Source: an optimization exercise on an open RTL-to-GDS flow (aim: small area and a short achievable clock period). Production flows keep margins and buffers that such runs may drop. Where RTL was checked, it was by simulation tests only, not by an equivalence proof against the original. Power and IR drop assume default switching activity.

## job 8628
==> module cinema_system, before the edit <==
module cinema_system(
    input clk,
    input reset,
    input [1:0] theater_id,     
    input [3:0] row,
    input [3:0] col,
    input book_seat,
    input cancel_seat,
    input [1:0] seat_category,  
    input [1:0] time_slot,      
    input [2:0] day_type,       
    output [7:0] seat_status_out,
    output [7:0] total_booked,
    output [7:0] total_available,
    output [15:0] revenue,
    output [15:0] total_revenue
);
    reg        valid;
    reg [1:0]  p_theater;
    reg [6:0]  p_cnt;
    reg [15:0] p_rev;
    reg [9:0]  p_delta;    
    reg        p_add, p_sub;
    reg [15:0] trev;
    reg [7:0]  status_q;
    reg        p_wr;
    reg [4:0]  p_row;
    reg [9:0] price;
    always @(*) begin
        case ({seat_category == 2'd2 ? 2'd2 : seat_category == 2'd1 ? 2'd1 : 2'd0,
               time_slot == 2'd0 ? 2'd0 : time_slot == 2'd2 ? 2'd2 : 2'd1,
               day_type == 3'd1 ? 2'd1 : day_type == 3'd2 ? 2'd2 : 2'd0})
            6'b00_00_00: price = 10'd120;
            6'b00_00_01: price = 10'd144;
            6'b00_00_10: price = 10'd180;
            6'b00_01_00: price = 10'd150;
            6'b00_01_01: price = 10'd180;
            6'b00_01_10: price = 10'd225;
            6'b00_10_00: price = 10'd180;
            6'b00_10_01: price = 10'd216;
            6'b00_10_10: price = 10'd270;
            6'b01_00_00: price = 10'd160;
            6'b01_00_01: price = 10'd192;
            6'b01_00_10: price = 10'd240;
            6'b01_01_00: price = 10'd200;
            6'b01_01_01: price = 10'd240;
            6'b01_01_10: price = 10'd300;
            6'b01_10_00: price = 10'd240;
            6'b01_10_01: price = 10'd288;
            6'b01_10_10: price = 10'd360;
            6'b10_00_00: price = 10'd240;
            6'b10_00_01: price = 10'd288;
            6'b10_00_10: price = 10'd360;
            6'b10_01_00: price = 10'd300;
            6'b10_01_01: price = 10'd360;
            6'b10_01_10: price = 10'd450;
            6'b10_10_00: price = 10'd360;
            6'b10_10_01: price = 10'd432;
            6'b10_10_10: price = 10'd540;
            default:     price = 10'bx;
        endcase
    end
    wire        row_ok = ~row[3];
    wire        col_ok = ~col[3];
    wire [4:0]  row_idx = {theater_id, row[2:0]};
    wire [31:0] row_wr = {31'd0, p_wr} << p_row;
    wire [31:0] row_keep = ~row_wr & {32{valid}};
    wire [255:0] seat_q;
    genvar g;
    generate for (g = 0; g < 32; g = g + 1) begin : seat_rows
        wire [7:0] unused_d;
        hold_reg #(8) u (.clk(clk), .wr(row_wr[g]), .keep(row_keep[g]), .n(status_q),
                         .q(seat_q[g*8 +: 8]), .d(unused_d));
    end endgenerate
    wire       fwd = p_wr & (p_row == row_idx);
    wire [7:0] row_old = fwd ? status_q : seat_q[row_idx*8 +: 8] & {8{valid}};
    wire [7:0] col_sel = (8'd1 << col[2:0]) & {8{row_ok & col_ok}};
    wire       old_bit = |(row_old & col_sel);
    wire       new_bit = ~cancel_seat & (old_bit | book_seat);
    wire [7:0] row_new = (row_old & ~col_sel) | (col_sel & {8{new_bit}});
    wire       op_add = |col_sel & ~old_bit & book_seat & ~cancel_seat;
    wire       op_sub = |col_sel & old_bit & cancel_seat;
    wire [15:0] rev_now, trev_now;
    wire [6:0]  cnt_now, avail_now;
    rev_adder u_rev (.a(p_rev), .d(p_delta), .s(p_sub), .y(rev_now));
    rev_adder u_trev (.a(trev), .d(p_delta), .s(p_sub), .y(trev_now));
    cnt_adder u_cnt (.c(p_cnt), .add(p_add), .sub(p_sub), .booked(cnt_now), .avail(avail_now));
    assign seat_status_out = status_q;
    assign total_booked    = {1'b0, cnt_now};
    assign total_available = {1'b0, avail_now};
    assign revenue         = rev_now;
    assign total_revenue   = trev_now;
    wire [3:0]  th_wr = 4'd1 << p_theater;
    wire [3:0]  th_keep = ~th_wr & {4{valid}};
    wire [22:0] th_d [0:3];
    generate for (g = 0; g < 4; g = g + 1) begin : theaters
        wire [22:0] q;
        hold_reg #(23) u (.clk(clk), .wr(th_wr[g]), .keep(th_keep[g]), .n({cnt_now, rev_now}),
                          .q(q), .d(th_d[g]));
    end endgenerate
    wire [22:0] th_sel = th_d[theater_id];
    always @(posedge clk) begin
        p_theater <= theater_id;
        p_row <= row_idx;
    end
    always @(posedge clk or posedge reset) begin
        if (reset) begin
            valid <= 1'b0;
            trev <= 16'd0;
            p_cnt <= 7'd0;
            p_rev <= 16'd0;
            p_delta <= 10'd0;
            p_add <= 1'b0;
            p_sub <= 1'b0;
            status_q <= 8'd0;
            p_wr <= 1'b0;
        end else begin
            valid <= 1'b1;
            trev <= trev_now;
            {p_cnt, p_rev} <= th_sel;
            p_delta <= op_sub ? ~price : op_add ? price : 10'd0;
            p_add <= op_add;
            p_sub <= op_sub;
            status_q <= row_ok ? row_new : 8'd0;
            p_wr <= row_ok;
        end
    end
endmodule
export LEC_CHECK = 0
export CAP_MARGIN = 20
export CORE_MARGIN = 2
export CORE_UTILIZATION = 65
export CTS_BUF_LIST = sky130_fd_sc_hd__clkbuf_8
export CTS_CLUSTER_DIAMETER = 50
export CTS_CLUSTER_SIZE = 16
export SLEW_MARGIN = 20
export SYNTH_HIERARCHICAL = 1
create_clock -name core_clock -period 32.0 [get_ports {clk}]
standard.sh (not shown) runs the stock make flow with config.mk's settings and CLKGATE_MAP_FILE= SYNTH_SCRIPT=/design/flow/synth_recipe.tcl, a recipe that flattens the netlist after the stock synthesis.
==> flow/flow/run.sh <==
#!/bin/bash
# Standard ORFS layout (the standard.sh, standard synthesis) with:
#  - the buffers ABC inserts removed at floorplan (REMOVE_ABC_BUFFERS),
#  - small port buffers,
#  - timing repair asked to reach a setup slack margin, so that the achieved
#    period is pushed down (the SDC and clock period are unchanged).
set -euo pipefail
MARGIN=$(cat flow/margin.txt)
bash standard.sh REMOVE_ABC_BUFFERS=1 SETUP_SLACK_MARGIN=$MARGIN \
  "BUFFER_PORTS_ARGS=-buffer_cell $(cat flow/portbuf.txt)" finish > make_finish.log 2>&1
==> flow/flow/margin.txt <==
23
==> flow/flow/portbuf.txt <==
sky130_fd_sc_hd__buf_1
For job 3510, these inputs were changed with respect to job 8628:
--- a/flow/design.v
+++ b/flow/design.v
@@ -37,10 +37,16 @@
             assign u[i] = (~add & ~sub & ~(|c[i-1:0])) | (sub & ~(|c[i-1:1]));
         end
     end endgenerate
     assign booked = c ^ t;
     assign avail = ~c ^ u ^ 7'b1000000;
+endmodule
+module aoi3 (
+    input a0, s0, a1, s1, a2, s2,
+    output y
+);
+    assign y = ~((a0 & s0) | (a1 & s1) | (a2 & s2));
 endmodule
 module cinema_system(
     input clk,
     input reset,
     input [1:0] theater_id,     
@@ -112,12 +118,33 @@
     generate for (g = 0; g < 32; g = g + 1) begin : seat_rows
         wire [7:0] unused_d;
         hold_reg #(8) u (.clk(clk), .wr(row_wr[g]), .keep(row_keep[g]), .n(status_q),
                          .q(seat_q[g*8 +: 8]), .d(unused_d));
     end endgenerate
-    wire       fwd = p_wr & (p_row == row_idx);
-    wire [7:0] row_old = fwd ? status_q : seat_q[row_idx*8 +: 8] & {8{valid}};
+    wire [3:0]  th_dec = 4'd1 << theater_id;
+    wire [7:0]  rw_dec = 8'd1 << row[2:0];
+    wire [31:0] row_rd;
+    generate for (g = 0; g < 32; g = g + 1) begin : rd
+        assign row_rd[g] = th_dec[g / 8] & rw_dec[g % 8] & row_keep[g];
+    end endgenerate
+    wire        fwd = p_wr & (p_row == row_idx);
+    wire [32:0] rd_sel = {fwd, row_rd};
+    wire [7:0]  row_old;
+    genvar b;
+    generate for (b = 0; b < 8; b = b + 1) begin : rdb
+        wire [32:0] v;
+        wire [10:0] n;
+        for (g = 0; g < 32; g = g + 1) begin : vv
+            assign v[g] = seat_q[g*8 + b];
+        end
+        assign v[32] = status_q[b];
+        for (g = 0; g < 11; g = g + 1) begin : t
+            aoi3 u (.a0(v[3*g]), .s0(rd_sel[3*g]), .a1(v[3*g+1]), .s1(rd_sel[3*g+1]),
+                    .a2(v[3*g+2]), .s2(rd_sel[3*g+2]), .y(n[g]));
+        end
+        assign row_old[b] = ~&n;
+    end endgenerate
     wire [7:0] col_sel = (8'd1 << col[2:0]) & {8{row_ok & col_ok}};
     wire       old_bit = |(row_old & col_sel);
     wire       new_bit = ~cancel_seat & (old_bit | book_seat);
     wire [7:0] row_new = (row_old & ~col_sel) | (col_sel & {8{new_bit}});
     wire       op_add = |col_sel & ~old_bit & book_seat & ~cancel_seat;
Results
[compare] base=job 8628 new=job 3510: number of search-and-repair iterations in the first detailed-routing pass went up; share of the synthesized area in compound gates (AO/OA/AOI/OAI) went up. Summary of the comparison: share of total power in combinational logic is lower in job 3510, relative to job 8628. Of job 3510 and job 8628, it is job 3510 that has the higher utilization. Job 3510 vs job 8628 — post-synthesis to final-layout area growth rose 2.4 points. Average size of a mapped cell is lower on job 3510. Job 3510 against job 8628; number of instances in the synthesized netlist is down slightly. Period utilization, job 3510 and job 8628: higher on job 3510. As of job 3510, maximum frequency had fallen slightly compared to job 8628. Fraction of met2 tracks used by global routing, job 3510 and job 8628: lower on job 8628. Share of layout cells above drive strength 1, job 3510 and job 8628: higher on job 8628. For the power, job 3510 came in 0.011 mW lower than job 8628 did. On highest ir drop seen on vdd, the lower figure sits with job 3510, not job 8628. Final area ends up higher on job 8628.
The RTL of job 8628 was laid out without a check of its function.

[separate check: timing with driven ports]
No port has a modelled driver above. Below, the same layouts with a new extraction and two added sets of constraints. Step 1 assumes that a clkbuf_16 drives the clock port and a buf_2 every other input. Step 2 moves the port delays by t, midway between the first and last clock arrival at a register: inputs arrive t later, outputs are due t later. That takes back most of the time a late clock gives input paths. Slacks: no drivers / after step 1 / after step 2; pairs: no drivers / after step 1.
| run | t (ns) | setup WS [ns] | slew at the worst register clock pin (ns) |
|---|---|---|---|
| job 8628 | 0.609 | 22.724 / 22.675 / 22.606 | 0.10 / 0.10 |
| job 3510 | 0.605 | 22.637 / 22.590 / 22.327 | 0.10 / 0.10 |
After both steps setup and hold are still met in every run listed. For job 3510, which loses most, drivers alone change the setup slack by -0.047 ns; drivers and shift together by -0.310 ns.
